This is an optimization exercise on Yosys and OpenROAD, whose aim is small area, not a production implementation.
The RTL was checked by simulation tests, not by an equivalence proof against the original design.
No activity file was given, so power comes from the tool's default toggle rates.

==> inputs of trial 35 <==
Design top, start of the top module:
module top
(
	input logic clk, 
    input logic n_rst,
    input logic hsel, hwrite, 
    input logic [1:0] hsize, htrans,
    input logic [3:0] haddr, 
    input logic [31:0] hwdata,
    input logic dplus_i, dminus_i,
    output logic [31:0] hrdata,
    output logic hresp, d_mode,
    output logic dplus_o, dminus_o
);
==> flow/config.mk <==
export PLATFORM = sky130hd
export DESIGN_NAME = top
export DESIGN_NICKNAME = top
export VERILOG_FILES = /design/flow/design.v
export SDC_FILE = /design/flow/constraint.sdc
export NUM_CORES = 8
export LEC_CHECK = 0
export CAP_MARGIN = 20
export CORE_MARGIN = 2
export CORE_UTILIZATION = 60
export PLACE_DENSITY = 0.7
export SLEW_MARGIN = 20
==> flow/constraint.sdc <==
create_clock -name core_clock -period 10.0 [get_ports {clk}]
set_input_delay 2.0000 -clock core_clock [delete_from_list [all_inputs] [get_ports {clk}]]
set_output_delay 2.0000 -clock core_clock [all_outputs]
set_load 0.01 [all_outputs]
standard.sh (not shown) runs the stock make flow with config.mk's settings and CLKGATE_MAP_FILE= SYNTH_SCRIPT=/design/flow/synth_recipe.tcl, a recipe that flattens the netlist after the stock synthesis.
==> flow/flow/run.sh <==
#!/bin/bash
# Layout flow: the standard synthesis; its combinational logic re-mapped for
# area with ABC (registers untouched); then the standard layout, with clock tree
# synthesis run without dummy loads and with larger sink clusters.
set -euo pipefail
W=$PWD
R=$W/orfs/results/$FLOW_PLATFORM/top/base
PLAT=$FLOW_HOME/platforms/$FLOW_PLATFORM
YOSYS=$(command -v yosys || echo $FLOW_HOME/../tools/install/yosys/bin/yosys)

# 1. standard synthesis only
bash standard.sh $R/1_2_yosys.v > synth.log 2>&1
cp $R/1_2_yosys.v $W/std_netlist.v

# 2. area re-map of the combinational logic
export LIBFILE=$PLAT/lib/sky130_fd_sc_hd__tt_025C_1v80.lib
export DONT_USE=$(sed -n '/DONT_USE_CELLS +=/,/^$/p' $PLAT/config.mk | grep -o 'sky130_fd_sc_hd__[a-z0-9_]*' | tr '\n' ' ')
export NETLIST=$W/std_netlist.v OUT=$W/remap_netlist.v TOP=$FLOW_TOP ABCSCRIPT=$W/flow/area.abc
$YOSYS -c $W/flow/remap.tcl > remap.log 2>&1
cp $W/remap_netlist.v $R/1_2_yosys.v
touch $R/1_2_yosys.v

# 3. the rest of the standard layout
export CTS_ARGS="-sink_clustering_enable -repair_clock_nets -dont_use_dummy_load -sink_clustering_size 25 -sink_clustering_max_diameter 80"
bash standard.sh > layout.log 2>&1
==> flow/flow/area.abc <==
&get -n
&st
&dch -f
&nf -p -R 1000 -F 8 -A 4
&st
&dch -f
&nf -p -R 1000 -F 8 -A 4
&put
topo
==> flow/flow/remap.tcl <==
# Re-map the combinational logic of the standard synthesis netlist with an
# area-oriented ABC script. Register instances (names and cell types) are kept.
set lib $::env(LIBFILE)
yosys read_liberty -ignore_miss_func $lib
yosys blackbox sky130_fd_sc_hd__df* sky130_fd_sc_hd__edf* sky130_fd_sc_hd__sdf* sky130_fd_sc_hd__sedf* sky130_fd_sc_hd__dl*
yosys read_verilog $::env(NETLIST)
yosys hierarchy -top $::env(TOP)
yosys flatten
yosys opt_clean -purge
yosys techmap
yosys opt -fast
set du {}
foreach c $::env(DONT_USE) { lappend du -dont_use $c }
yosys abc -script $::env(ABCSCRIPT) -liberty $lib {*}$du
yosys read_liberty -lib -overwrite $lib
yosys splitnets
yosys opt_clean -purge
yosys hilomap -singleton -hicell sky130_fd_sc_hd__conb_1 HI -locell sky130_fd_sc_hd__conb_1 LO
yosys tee -o $::env(OUT).stat stat -liberty $lib
yosys check -assert -mapped
yosys write_verilog -noattr -nohex -nodec $::env(OUT)
==> trial 23: changes against trial 35 <==
--- a/flow/design.v
+++ b/flow/design.v
@@ -49,12 +49,44 @@
             else begin
                 next_rollover_flag = 0;
             end
         end
     end
 endmodule
+module flex_stp_sr
+#(
+    parameter NUM_BITS = 8,
+    parameter SHIFT_MSB = 1
+)
+(
+    input logic clk, n_rst, shift_enable, serial_in,
+    output logic [NUM_BITS-1:0] parallel_out
+);
+    logic [NUM_BITS - 1:0] nxt_parallel_out;
+    always_ff @( posedge clk, negedge n_rst ) begin
+        if(n_rst == 0) begin
+            parallel_out <= '1;
+        end
+        else begin
+            parallel_out <= nxt_parallel_out;
+        end
+    end
+    always_comb begin 
+        if(shift_enable) begin
+            if(SHIFT_MSB) begin
+                nxt_parallel_out = {parallel_out[NUM_BITS - 2:0], serial_in};
+            end
+            else begin
+                nxt_parallel_out = {serial_in, parallel_out[NUM_BITS - 1:1]};
+            end
+        end
+        else begin
+            nxt_parallel_out = parallel_out;
+        end
+    end
+endmodule
 module sync_high
 (
     input logic clk, n_rst, async_in,
     output logic sync_out
 );
     logic temp;
@@ -184,19 +216,18 @@
         end
     end
     flex_counter #( .NUM_CNT_BITS(4)) bit_counter (.clk(clk), .n_rst(n_rst), .clear(byte_received || !rcving), .count_enable(shift_enable), .rollover_val(4'd8), 
                                 .rollover_flag(byte_received), .count_out());
 endmodule
 module shift_register
-(
+(   
     input logic clk, n_rst, d_orig, shift_enable,
     output logic [7:0] data
 );
-    always_ff @(posedge clk) begin
-        if (shift_enable) data <= {d_orig, data[7:1]};
-    end
+    flex_stp_sr #(.NUM_BITS(8), .SHIFT_MSB(0)) sr0 ( .clk(clk), .n_rst(n_rst), .shift_enable(shift_enable),
+                                                    .serial_in(d_orig), .parallel_out(data));
 endmodule
 module rcu (
     input logic clk, n_rst, d_edge, eop, shift_enable, byte_received, buff_full,
     input logic [5:0] buffer_occupancy,
     input logic [7:0] data, 
     output logic rcving, w_enable, r_error, flush, data_en, buff_clear, data_ready,
@@ -580,29 +611,29 @@
     logic [BW-1:0] rbyte;
     always_comb begin
         rsel = rvalid ? (64'd1 << rp) : 64'd0;
         rbyte = '0;
         for (int i = 0; i < 64; i++) rbyte = rbyte | ({BW{rsel[i]}} & mem[i]);
     end
-    always_ff @(posedge clk) begin
-        if (!clear) data_out <= rbyte;
-        if (get_tx_packet_data) tx_packet_data <= data_out;
-    end
     always_ff @(posedge clk, negedge n_rst) begin
         if (!n_rst) begin
             wp <= '0;
             rp <= '0;
             lapped <= 1'b0;
             wf <= '0;
+            data_out <= '0;
+            tx_packet_data <= '0;
         end else begin
+            if (get_tx_packet_data) tx_packet_data <= data_out;
             if (clear) begin
                 wp <= '0;
                 rp <= '0;
                 lapped <= 1'b0;
                 wf <= '0;
             end else begin
+                data_out <= rbyte;
                 if (rget) rp <= rp + 6'd1;
                 if (adv) begin
                     wp <= wp + {4'd0, k};
                     lapped <= lapped_n;
                     for (int o = 0; o < 4; o++) begin
                         if (o + k < 4) wf[o] <= wf[o + k];
@@ -635,63 +666,55 @@
             if (cnt != 7'(DLY)) cnt <= cnt + 7'd1;
             else if (old_ev == 3'd6) buffer_occupancy <= '0;
             else buffer_occupancy <= buffer_occupancy + ((old_ev == 3'd7) ? 6'h3f : {3'd0, old_ev});
         end
     end
 endmodule
-module data_buffer_rx #(parameter DW = 32) (
+module data_buffer_rx (
     input logic get_rx_data, store_rx_packet_data, flush, clk, n_rst,
-    input logic [DW-1:0] rx_packet_data,
-    output logic [DW-1:0] rx_data,
+    input logic [31:0] rx_packet_data,
+    output logic [31:0] rx_data,
     output logic [5:0] buffer_occupancy_rx
 );
     logic [6:0] wp;
     logic [5:0] rp;
     logic lapped, wvalid;
-    logic [5:0] rp_q;             
-    logic rv_q;                   
-    logic [5:0] wa_q;             
-    logic we_q;                   
-    logic [DW-1:0] mem [64];
+    logic [31:0] data_out;
+    logic [31:0] mem [64];
     wire full  = (rp == 6'd63);
     wire empty = (wp == 7'd0);
     wire [5:0] wa = wp[5:0];
     wire advance = store_rx_packet_data && !full;
     wire rvalid = (rp == wa) ? wvalid : (lapped || (rp < wa));
-    always_ff @(posedge clk) begin
-        if (we_q) mem[wa_q] <= rx_packet_data;
-        wa_q <= wa;
-    end
     logic [63:0] rsel;
-    logic [DW-1:0] data_out;
+    logic [31:0] rword;
     always_comb begin
-        rsel = rv_q ? (64'd1 << rp_q) : 64'd0;
-        data_out = '0;
-        for (int i = 0; i < 64; i++) data_out = data_out | ({DW{rsel[i]}} & mem[i]);
+        rsel = rvalid ? (64'd1 << rp) : 64'd0;
+        rword = '0;
+        for (int i = 0; i < 64; i++) rword = rword | ({32{rsel[i]}} & mem[i]);
+    end
+    always_ff @(posedge clk) begin
+        if (store_rx_packet_data) mem[wa] <= rx_packet_data;
     end
     always_ff @(posedge clk, negedge n_rst) begin
         if (!n_rst) begin
             wp <= '0;
             rp <= '0;
             lapped <= 1'b0;
             wvalid <= 1'b0;
-            rp_q <= '0;
-            rv_q <= 1'b0;
-            we_q <= 1'b0;
+            data_out <= '0;
             rx_data <= '0;
         end else begin
             rx_data <= get_rx_data ? data_out : rx_packet_data;
-            we_q <= store_rx_packet_data && !flush;
             if (flush) begin
                 wp <= '0;
                 rp <= '0;
                 lapped <= 1'b0;
                 wvalid <= 1'b0;
             end else begin
-                rp_q <= rp;
-                rv_q <= rvalid;
+                data_out <= rword;
                 if (advance) begin
                     wp <= wp + 7'd1;
                     lapped <= lapped || (wa == 6'd63);
                     wvalid <= lapped || (wa == 6'd63);
                 end else begin
                     wvalid <= store_rx_packet_data;
@@ -788,30 +811,31 @@
     end
     always_comb begin
         hresp = 1'b0;
         if (haddr == 4'd9 || haddr == 4'd10 || haddr == 4'd11 || haddr == 4'd14 || haddr == 4'd15) hresp = 1'b1;
         if (hwrite && haddr >= 4'd4 && haddr <= 4'd8) hresp = 1'b1;
     end
-    always_ff @(posedge clk) begin
-        reg_hsize <= hsize;
-        reg_haddr <= haddr;
-        hsize_out <= reg_hsize;
-    end
     always_ff @(posedge clk, negedge n_rst) begin
         if (!n_rst) begin
             reg_hsel <= 1'b0;
             reg_hwrite <= 1'b0;
+            reg_hsize <= 2'd0;
+            reg_haddr <= 4'd0;
+            hsize_out <= 2'd0;
             hrdata <= '0;
             tx_packet <= '0;
             get_rx_data <= 1'b0;
             store_tx_data <= 1'b0;
             clear <= 1'b0;
             tx_data <= '0;
         end else begin
             reg_hsel <= hsel;
             reg_hwrite <= hwrite;
+            reg_hsize <= hsize;
+            reg_haddr <= haddr;
+            hsize_out <= reg_hsize;
             hrdata <= next_hrdata;
             tx_packet <= (wr_ctrl && cmd_ok) ? hwdata[2:0] : 3'd0;
             store_tx_data <= wr_ctrl && hw_hi_zero && (hwdata[2:0] == 3'd1);
             get_rx_data <= rd && (haddr[3:2] == 2'b00);
             if (wr_flush) clear <= hwdata[0];
             for (int i = 0; i < 4; i++)
==> flow/run.sh (new file) <==
#!/bin/bash
# synth_recipe.tcl (not shown) runs the flow's synth.tcl, then flattens the netlist and writes it again
# the make line also repeats each setting of config.mk as NAME=value (left out here)
make -C /OpenROAD-flow-scripts/flow DESIGN_CONFIG=/design/flow/config.mk WORK_HOME=/design/flow/orfs CLKGATE_MAP_FILE= SYNTH_SCRIPT=/design/flow/synth_recipe.tcl finish
- CTS_CLUSTER_DIAMETER: default -> 60
- CTS_CLUSTER_SIZE: default -> 20
removed: flow/flow/run.sh
removed: flow/flow/area.abc
removed: flow/flow/remap.tcl
removed: flow/standard.sh
==> build 29: changes against trial 35 <==
--- a/flow/flow/run.sh
+++ b/flow/flow/run.sh
@@ -18,8 +18,10 @@
 export NETLIST=$W/std_netlist.v OUT=$W/remap_netlist.v TOP=$FLOW_TOP ABCSCRIPT=$W/flow/area.abc
 $YOSYS -c $W/flow/remap.tcl > remap.log 2>&1
 cp $W/remap_netlist.v $R/1_2_yosys.v
 touch $R/1_2_yosys.v
 
 # 3. the rest of the standard layout
+# port buffers: the smallest buffer (repair_design resizes any that need it)
+export BUFFER_PORTS_ARGS="-buffer_cell sky130_fd_sc_hd__buf_1"
 export CTS_ARGS="-sink_clustering_enable -repair_clock_nets -dont_use_dummy_load -sink_clustering_size 25 -sink_clustering_max_diameter 80"
 bash standard.sh > layout.log 2>&1
==> flow/flow/area.abc (replaced) <==
&get -n
&st
&dch -f
&nf -p -R 1000 -F 8 -A 4 -E 100 -C 32
&st
&dch -f
&nf -p -R 1000 -F 8 -A 4 -E 100 -C 32
&put
topo
- CORE_UTILIZATION: 60 -> 70
- PLACE_DENSITY: 0.7 -> 0.8
==> trial 39: changes against trial 35 <==
--- a/flow/design.v
+++ b/flow/design.v
@@ -49,12 +49,44 @@
             else begin
                 next_rollover_flag = 0;
             end
         end
     end
 endmodule
+module flex_stp_sr
+#(
+    parameter NUM_BITS = 8,
+    parameter SHIFT_MSB = 1
+)
+(
+    input logic clk, n_rst, shift_enable, serial_in,
+    output logic [NUM_BITS-1:0] parallel_out
+);
+    logic [NUM_BITS - 1:0] nxt_parallel_out;
+    always_ff @( posedge clk, negedge n_rst ) begin
+        if(n_rst == 0) begin
+            parallel_out <= '1;
+        end
+        else begin
+            parallel_out <= nxt_parallel_out;
+        end
+    end
+    always_comb begin 
+        if(shift_enable) begin
+            if(SHIFT_MSB) begin
+                nxt_parallel_out = {parallel_out[NUM_BITS - 2:0], serial_in};
+            end
+            else begin
+                nxt_parallel_out = {serial_in, parallel_out[NUM_BITS - 1:1]};
+            end
+        end
+        else begin
+            nxt_parallel_out = parallel_out;
+        end
+    end
+endmodule
 module sync_high
 (
     input logic clk, n_rst, async_in,
     output logic sync_out
 );
     logic temp;
@@ -184,19 +216,18 @@
         end
     end
     flex_counter #( .NUM_CNT_BITS(4)) bit_counter (.clk(clk), .n_rst(n_rst), .clear(byte_received || !rcving), .count_enable(shift_enable), .rollover_val(4'd8), 
                                 .rollover_flag(byte_received), .count_out());
 endmodule
 module shift_register
-(
+(   
     input logic clk, n_rst, d_orig, shift_enable,
     output logic [7:0] data
 );
-    always_ff @(posedge clk) begin
-        if (shift_enable) data <= {d_orig, data[7:1]};
-    end
+    flex_stp_sr #(.NUM_BITS(8), .SHIFT_MSB(0)) sr0 ( .clk(clk), .n_rst(n_rst), .shift_enable(shift_enable),
+                                                    .serial_in(d_orig), .parallel_out(data));
 endmodule
 module rcu (
     input logic clk, n_rst, d_edge, eop, shift_enable, byte_received, buff_full,
     input logic [5:0] buffer_occupancy,
     input logic [7:0] data, 
     output logic rcving, w_enable, r_error, flush, data_en, buff_clear, data_ready,
@@ -580,29 +611,29 @@
     logic [BW-1:0] rbyte;
     always_comb begin
         rsel = rvalid ? (64'd1 << rp) : 64'd0;
         rbyte = '0;
         for (int i = 0; i < 64; i++) rbyte = rbyte | ({BW{rsel[i]}} & mem[i]);
     end
-    always_ff @(posedge clk) begin
-        if (!clear) data_out <= rbyte;
-        if (get_tx_packet_data) tx_packet_data <= data_out;
-    end
     always_ff @(posedge clk, negedge n_rst) begin
         if (!n_rst) begin
             wp <= '0;
             rp <= '0;
             lapped <= 1'b0;
             wf <= '0;
+            data_out <= '0;
+            tx_packet_data <= '0;
         end else begin
+            if (get_tx_packet_data) tx_packet_data <= data_out;
             if (clear) begin
                 wp <= '0;
                 rp <= '0;
                 lapped <= 1'b0;
                 wf <= '0;
             end else begin
+                data_out <= rbyte;
                 if (rget) rp <= rp + 6'd1;
                 if (adv) begin
                     wp <= wp + {4'd0, k};
                     lapped <= lapped_n;
                     for (int o = 0; o < 4; o++) begin
                         if (o + k < 4) wf[o] <= wf[o + k];
@@ -635,63 +666,55 @@
             if (cnt != 7'(DLY)) cnt <= cnt + 7'd1;
             else if (old_ev == 3'd6) buffer_occupancy <= '0;
             else buffer_occupancy <= buffer_occupancy + ((old_ev == 3'd7) ? 6'h3f : {3'd0, old_ev});
         end
     end
 endmodule
-module data_buffer_rx #(parameter DW = 32) (
+module data_buffer_rx (
     input logic get_rx_data, store_rx_packet_data, flush, clk, n_rst,
-    input logic [DW-1:0] rx_packet_data,
-    output logic [DW-1:0] rx_data,
+    input logic [31:0] rx_packet_data,
+    output logic [31:0] rx_data,
     output logic [5:0] buffer_occupancy_rx
 );
     logic [6:0] wp;
     logic [5:0] rp;
     logic lapped, wvalid;
-    logic [5:0] rp_q;             
-    logic rv_q;                   
-    logic [5:0] wa_q;             
-    logic we_q;                   
-    logic [DW-1:0] mem [64];
+    logic [31:0] data_out;
+    logic [31:0] mem [64];
     wire full  = (rp == 6'd63);
     wire empty = (wp == 7'd0);
     wire [5:0] wa = wp[5:0];
     wire advance = store_rx_packet_data && !full;
     wire rvalid = (rp == wa) ? wvalid : (lapped || (rp < wa));
-    always_ff @(posedge clk) begin
-        if (we_q) mem[wa_q] <= rx_packet_data;
-        wa_q <= wa;
-    end
     logic [63:0] rsel;
-    logic [DW-1:0] data_out;
+    logic [31:0] rword;
     always_comb begin
-        rsel = rv_q ? (64'd1 << rp_q) : 64'd0;
-        data_out = '0;
-        for (int i = 0; i < 64; i++) data_out = data_out | ({DW{rsel[i]}} & mem[i]);
+        rsel = rvalid ? (64'd1 << rp) : 64'd0;
+        rword = '0;
+        for (int i = 0; i < 64; i++) rword = rword | ({32{rsel[i]}} & mem[i]);
+    end
+    always_ff @(posedge clk) begin
+        if (store_rx_packet_data) mem[wa] <= rx_packet_data;
     end
     always_ff @(posedge clk, negedge n_rst) begin
         if (!n_rst) begin
             wp <= '0;
             rp <= '0;
             lapped <= 1'b0;
             wvalid <= 1'b0;
-            rp_q <= '0;
-            rv_q <= 1'b0;
-            we_q <= 1'b0;
+            data_out <= '0;
             rx_data <= '0;
         end else begin
             rx_data <= get_rx_data ? data_out : rx_packet_data;
-            we_q <= store_rx_packet_data && !flush;
             if (flush) begin
                 wp <= '0;
                 rp <= '0;
                 lapped <= 1'b0;
                 wvalid <= 1'b0;
             end else begin
-                rp_q <= rp;
-                rv_q <= rvalid;
+                data_out <= rword;
                 if (advance) begin
                     wp <= wp + 7'd1;
                     lapped <= lapped || (wa == 6'd63);
                     wvalid <= lapped || (wa == 6'd63);
                 end else begin
                     wvalid <= store_rx_packet_data;
@@ -788,30 +811,31 @@
     end
     always_comb begin
         hresp = 1'b0;
         if (haddr == 4'd9 || haddr == 4'd10 || haddr == 4'd11 || haddr == 4'd14 || haddr == 4'd15) hresp = 1'b1;
         if (hwrite && haddr >= 4'd4 && haddr <= 4'd8) hresp = 1'b1;
     end
-    always_ff @(posedge clk) begin
-        reg_hsize <= hsize;
-        reg_haddr <= haddr;
-        hsize_out <= reg_hsize;
-    end
     always_ff @(posedge clk, negedge n_rst) begin
         if (!n_rst) begin
             reg_hsel <= 1'b0;
             reg_hwrite <= 1'b0;
+            reg_hsize <= 2'd0;
+            reg_haddr <= 4'd0;
+            hsize_out <= 2'd0;
             hrdata <= '0;
             tx_packet <= '0;
             get_rx_data <= 1'b0;
             store_tx_data <= 1'b0;
             clear <= 1'b0;
             tx_data <= '0;
         end else begin
             reg_hsel <= hsel;
             reg_hwrite <= hwrite;
+            reg_hsize <= hsize;
+            reg_haddr <= haddr;
+            hsize_out <= reg_hsize;
             hrdata <= next_hrdata;
             tx_packet <= (wr_ctrl && cmd_ok) ? hwdata[2:0] : 3'd0;
             store_tx_data <= wr_ctrl && hw_hi_zero && (hwdata[2:0] == 3'd1);
             get_rx_data <= rd && (haddr[3:2] == 2'b00);
             if (wr_flush) clear <= hwdata[0];
             for (int i = 0; i < 4; i++)
--- a/flow/flow/run.sh
+++ b/flow/flow/run.sh
@@ -18,8 +18,8 @@
 export NETLIST=$W/std_netlist.v OUT=$W/remap_netlist.v TOP=$FLOW_TOP ABCSCRIPT=$W/flow/area.abc
 $YOSYS -c $W/flow/remap.tcl > remap.log 2>&1
 cp $W/remap_netlist.v $R/1_2_yosys.v
 touch $R/1_2_yosys.v
 
 # 3. the rest of the standard layout
-export CTS_ARGS="-sink_clustering_enable -repair_clock_nets -dont_use_dummy_load -sink_clustering_size 25 -sink_clustering_max_diameter 80"
+export CTS_ARGS="-sink_clustering_enable -repair_clock_nets -dont_use_dummy_load -sink_clustering_size 20 -sink_clustering_max_diameter 60"
 bash standard.sh > layout.log 2>&1
==> flow/flow/area.abc (replaced) <==
&get -n
&st
&dch -f
&nf -p -R 1000 -F 8 -A 4
&put
topo
==> notes.md <==
largest net degree at the start of global routing 102; CP Buf/Inv Count 3; crit path time final slightly above 6 ns; Syn Nets 6585; Cell Count, Final, Fillers Out 9456; Tapcell Cnt about 2400; n_diodes 8; maximum vdd drop approximately 0.21 mV; vias in the first global route 67700; Site Rows 157; status no timing/DRC/antenna violations; Non-clock buffer share approximately 2.5%; final instance area 0.121 mm²; Setup WS pre-CTS 4.03 ns
-- figures above: trial 35

==> notes.md <==
final instance area approximately 0.12 mm²; status no timing/DRC/antenna violations; Setup WS pre-CTS approximately 4.6 ns; die width 399 µm; Non-clock buffer share between 2 and 2.5%; Site Rows 145; largest net degree at the start of global routing ~170; hold endpoint TXDBUFF.dline[17][0]; vias in the first global route approximately 69000; Tapcell Cnt 2058; CP Buf/Inv Count 3; crit path time final 6.23 ns; combinational share of power under 10%; maximum vdd drop around 0.24 mV; Cell Count, Final, Fillers Out approximately 9000; n_diodes 12
-- figures above: build 29

==> notes.md <==
Setup WS pre-CTS 3.83 ns; status no timing/DRC/antenna violations; Clock Power Share between 30% and 40%; maximum vdd drop between 0.15 and 0.2 mV; Clk. pwr about 7.3 mW; vias in the first global route between 70000 and 80000; final instance area about 0.12 mm²; Non-clock buffer share under 10%; crit path time final 6.46 ns; CP Buf/Inv Count 2; Final Max Tran Viols 0; M1 GR Usage about 56%; Syn Nets about 6700; Cell Count, Final, Fillers Out between 9000 and 10000; Biggest register RXDBUFF.mem; share of layout cells above drive strength 1 10.9%; CTS Buf Count 189
-- figures above: trial 39

==> notes.md <==
status no timing/DRC/antenna violations; Syn Nets around 7400; multi-input gate count roughly 3700; H-tree lvl count 4; maximum vdd drop 0.218 mV; Sink Count just over 3000; Setup WS pre-CTS 4.20 ns; largest net degree at the start of global routing 145; Total Die Area roughly 0.20 mm²; crit path time final between 6 and 7 ns; Cell Count, Final, Fillers Out a little over 10000; Tapcell Cnt about 2500
-- figures above: trial 23

## afterwards: timing with drivers on the ports
In the flow no input, the clock included, has a driving cell. The finished layouts below were timed again as built, in two steps.
Step 1 (the two cells are an assumption about what drives the block):
set clk [get_ports {clk}]
set_driving_cell -lib_cell sky130_fd_sc_hd__clkbuf_16 $clk
set_driving_cell -lib_cell sky130_fd_sc_hd__buf_2 [delete_from_list [all_inputs] $clk]
Step 2 moves the port delays by t, midway between the first and last clock arrival at a register: inputs arrive t later, outputs are due t later. That takes back most of the time a late clock gives input paths.
a / b / c = ideal ports / drivers / drivers and shift; a / b = the first two.
run	shift t [ns]	slack for setup (ns)	worst setup path after step 2
trial 35	0.919	3.788 / 3.788 / 3.788	register to register
trial 23	0.988	3.903 / 3.903 / 3.903	register to register
build 29	0.890	3.775 / 3.775 / 3.775	register to register
trial 39	0.942	3.540 / 3.540 / 3.540	register to register
After both steps setup and hold are still met in every run listed.
